From an optimization exercise on the open Yosys and OpenROAD flow, aimed at small area; shortcuts taken in it are not production practice.
Where RTL was checked, it was by simulation tests only, not by an equivalence proof against the original.
The clock port is modelled as an ideal driver; clocking choices that lean on that would not hold on a real chip.

## oak
==> module colour_change, before the edit <==
module colour_change #
(
    parameter DATA_WIDTH = 24
)
(
    input  wire                  clk,
    input  wire                  n_rst,
    input  wire [DATA_WIDTH-1:0] i_vid_data,
    input  wire                  i_vid_hsync,
    input  wire                  i_vid_vsync,
    input  wire                  i_vid_VDE,
    output wire [DATA_WIDTH-1:0] o_vid_data,
    output wire                  o_vid_hsync,
    output wire                  o_vid_vsync,
    output wire                  o_vid_VDE,
    input  wire [3:0]            btn,
    input  wire [3:0]            sw,
    output wire [3:0]            led
);
    assign led = 4'd0;
    wire m1 = (sw == 4'd1);
    wire m2 = (sw == 4'd2);
    wire m3 = (sw == 4'd3);
    wire fx = m1 | m2 | m3;           
    reg [23:0] d1, d2, d3;
    reg hs, vs, de;
    wire skin;
    skin_detection u_skin(.px(d3), .skin(skin));
    wire [7:0] grey;
    position u_grey(.px(d1), .grey(grey));
    reg  [10:0] h;
    wire [11:0] hc;
    wire [10:0] hinc;
    assign hc[0] = i_vid_VDE;
    genvar i;
    generate for (i = 0; i < 11; i = i + 1) begin : g_inc
        ha u_ha(.a(h[i]), .b(hc[i]), .s(hinc[i]), .co(hc[i+1]));
    end endgenerate
    wire wrap = hc[7] & h[8] & h[9] & h[10];    
    wire hkeep = n_rst & ~wrap;
    always @(posedge clk)
        h <= hinc & {11{hkeep}};
    wire band = (h > 11'd200) && (h < 11'd800);
    always @(posedge clk) begin
        d1 <= i_vid_data;
        d2 <= d1;
        d3 <= d2;
        hs <= i_vid_hsync;
        vs <= i_vid_vsync;
        de <= i_vid_VDE;
    end
    wire s_d3  = m1 & skin;                  
    wire s_ff  = m1 & ~skin;                 
    wire s_d1  = m3 & ~band;                
    wire s_nd1 = m2;                        
    wire s_gr  = m3 & band;                 
    wire s_in  = ~fx;                       
    wire [7:0] gx_n  = ~({8{s_gr}} & grey);            
    wire [7:0] gxf_n = ~(({8{s_gr}} & grey) | {8{s_ff}});  
    wire [23:0] x_n = {gxf_n, gxf_n, gx_n};
    generate for (i = 0; i < 24; i = i + 1) begin : g_out
        omux u_mux(.a1(s_d3), .a2(d3[i]), .c1(s_in), .c2(i_vid_data[i]),
                   .d(d1[i]), .d1(s_d1), .d0(s_nd1), .xn(x_n[i]), .o(o_vid_data[i]));
    end endgenerate
    assign o_vid_hsync = fx ? hs : i_vid_hsync;
    assign o_vid_vsync = fx ? vs : i_vid_vsync;
    assign o_vid_VDE   = fx ? de : i_vid_VDE;
endmodule
export LEC_CHECK = 0
export CAP_MARGIN = 20
export CORE_MARGIN = 2
export CORE_UTILIZATION = 40
export CTS_BUF_LIST = sky130_fd_sc_hd__clkbuf_8
export CTS_CLUSTER_DIAMETER = 100
export CTS_CLUSTER_SIZE = 50
export SLEW_MARGIN = 20
export SYNTH_HIERARCHICAL = 1
create_clock -name core_clock -period 20.0 [get_ports {clk}]
standard.sh (not shown) runs the stock make flow with config.mk's settings and CLKGATE_MAP_FILE= SYNTH_SCRIPT=/design/flow/synth_recipe.tcl, a recipe that flattens the netlist after the stock synthesis.
==> flow/flow/run.sh <==
#!/bin/bash
# Layout flow: the standard ORFS flow (standard.sh) with
#  1. port buffers of the smallest buffer cell (buffer_ports -buffer_cell buf_1);
#  2. clock tree synthesis without dummy load cells, then smaller clock
#     buffers where the clock slew allows (flow/post_cts.tcl);
#  3. after the standard synthesis, the combinational cells other than the
#     full-adder cells are re-mapped by ABC for area (registers, full adders
#     and tie cells are kept as they are, so every register keeps its name
#     and cell).
#  4. the tie cell driving the constant led outputs is not duplicated per pin.
# Each tool's output goes to a log file of its own in this folder.
set -euo pipefail
export BUFFER_PORTS_ARGS="-buffer_cell sky130_fd_sc_hd__buf_1"
export SKIP_REPAIR_TIE_FANOUT=1
export POST_CTS_TCL="$PWD/flow/post_cts.tcl"
export CTS_ARGS="-sink_clustering_enable -repair_clock_nets -dont_use_dummy_load -buf_list sky130_fd_sc_hd__clkbuf_8 -sink_clustering_size 50 -sink_clustering_max_diameter 100"

bash standard.sh synth > synth.log 2>&1

RES=orfs/results/$FLOW_PLATFORM/colour_change/base
LOGD=orfs/logs/$FLOW_PLATFORM/colour_change/base
LIB=$FLOW_HOME/platforms/$FLOW_PLATFORM/lib/sky130_fd_sc_hd__tt_025C_1v80.lib
YOSYS=$FLOW_HOME/../tools/install/yosys/bin/yosys
[ -x "$YOSYS" ] || YOSYS=yosys

cp $RES/1_2_yosys.v synth_netlist.v
KEEP='sky130_fd_sc_hd__(fa_1|dfxtp_1|conb_1)$'
DONT_USE=$(grep -m1 '^abc -script' $LOGD/1_2_yosys.log | grep -o '\-dont_use [^ ]*' | tr '\n' ' ')

# resynth IN OUT SCRIPT TAG: flatten the cells of IN (other than KEEP) to
# logic and map that logic again with ABC script SCRIPT
resynth() {
  local in=$1 out=$2 scr=$3 tag=$4
  local cells
  cells=$(grep -o 'sky130_fd_sc_hd__[a-z0-9_]*' $in | sort -u | grep -Ev "$KEEP" || true)
  python3 flow/cellfuncs.py $LIB cellfuncs_$tag.v $cells > cellfuncs_$tag.log 2>&1
  cat > resynth_$tag.ys <<EOT
read_liberty -lib $LIB
read_verilog -overwrite cellfuncs_$tag.v
read_verilog $in
hierarchy -top $FLOW_TOP
flatten
techmap
opt -fast
hierarchy -top $FLOW_TOP
abc -liberty $LIB $DONT_USE -script $scr
setundef -zero
splitnets
opt_clean -purge
hilomap -singleton -hicell sky130_fd_sc_hd__conb_1 HI -locell sky130_fd_sc_hd__conb_1 LO
opt_clean -purge
write_verilog -noattr -noexpr -nohex -nodec $out
EOT
  $YOSYS -s resynth_$tag.ys > resynth_$tag.log 2>&1
}

best=synth_netlist.v
besta=$(python3 flow/cellarea.py $LIB synth_netlist.v)
echo "standard synthesis: area $besta" > resynth_choice.log
for pass in 1 2; do
  src=$best
  for n in 1 2 3 4; do
    tag=p${pass}_s$n
    if resynth $src resynth_$tag.v flow/resynth$n.abc $tag; then
      a=$(python3 flow/cellarea.py $LIB resynth_$tag.v)
      echo "pass $pass script $n: area $a" >> resynth_choice.log
      if python3 -c "import sys; sys.exit(0 if $a < $besta else 1)"; then
        best=resynth_$tag.v; besta=$a
      fi
    fi
  done
done
echo "chosen: $best ($besta)" >> resynth_choice.log
cp $best $RES/1_2_yosys.v
rm -f $RES/1_synth.odb

bash standard.sh > standard.log 2>&1
Other scripts of this flow, unchanged in this note and not shown: flow/flow/cellarea.py, flow/flow/cellfuncs.py, flow/flow/post_cts.tcl, flow/flow/resynth1.abc, flow/flow/resynth2.abc, flow/flow/resynth3.abc, flow/flow/resynth4.abc
Both conditions hold for oak: the flow ran to the end and the final layout passed the timing, DRC and antenna checks.
#### Input delta (pine over oak)
--- a/flow/design.v
+++ b/flow/design.v
@@ -950,9 +950,10 @@
     wire m3 = (sw == 4'd3);
     wire fx = m1 | m2 | m3;           
     reg [23:0] d1, d2, d3;
+    reg sk3;
     reg hs, vs, de;
     wire skin;
-    skin_detection u_skin(.px(d3), .skin(skin));
+    skin_detection u_skin(.px(d2), .skin(skin));
     wire [7:0] grey;
     position u_grey(.px(d1), .grey(grey));
     reg  [10:0] h;
@@ -972,12 +973,13 @@
         d1 <= i_vid_data;
         d2 <= d1;
         d3 <= d2;
+        sk3 <= skin;
         hs <= i_vid_hsync;
         vs <= i_vid_vsync;
         de <= i_vid_VDE;
     end
-    wire s_d3  = m1 & skin;                  
-    wire s_ff  = m1 & ~skin;                 
+    wire s_d3  = m1 & sk3;                  
+    wire s_ff  = m1 & ~sk3;                 
     wire s_d1  = m3 & ~band;                
     wire s_nd1 = m2;                        
     wire s_gr  = m3 & band;                 
Results
Higher cell count was reported by oak, not pine.
As far as chip width is concerned, pine and oak perform about the same.
There was hardly any difference in count of endpoints failing hold in the final timing report between pine and oak.
Inverter count of the layout excluding clock inverters: pine vs oak down 18
The register-to-register slack of pine was inferior to that of oak.
pine gives less final cycle utilization of the critical path than oak did.
Summary of pine over oak: final estimated routing congestion in global placement moved up; setup slack of the critical path after layout now sits higher; fraction of area in multi-input gates now larger; average cell area after synthesis climbed 1.5%.
The RTL of oak was laid out without a check of its function.

static timing again, ports no longer ideal:
Ports are ideal in the flow. The routed layouts listed here were re-timed in OpenROAD. Step 1 (the two cells are an assumption about what drives the block):
set clk [get_ports {clk}]
set_driving_cell -lib_cell sky130_fd_sc_hd__clkbuf_16 $clk
set_driving_cell -lib_cell sky130_fd_sc_hd__buf_2 [delete_from_list [all_inputs] $clk]
Step 2 also shifts input and output timing later by t, the mid clock arrival at the registers, as if the neighbouring blocks saw the same clock. Three values: ideal ports, drivers, drivers and shift; two values: the first two.
run | shift t [ns] | setup WS [ns] | hold slack, ns
oak | 0.449 | 3.378 / 3.348 / 3.797 | 0.299 / 0.299 / 0.299
pine | 0.455 | 7.145 / 7.116 / 7.571 | 0.388 / 0.388 / 0.388
After both steps setup and hold are still met in every run listed.
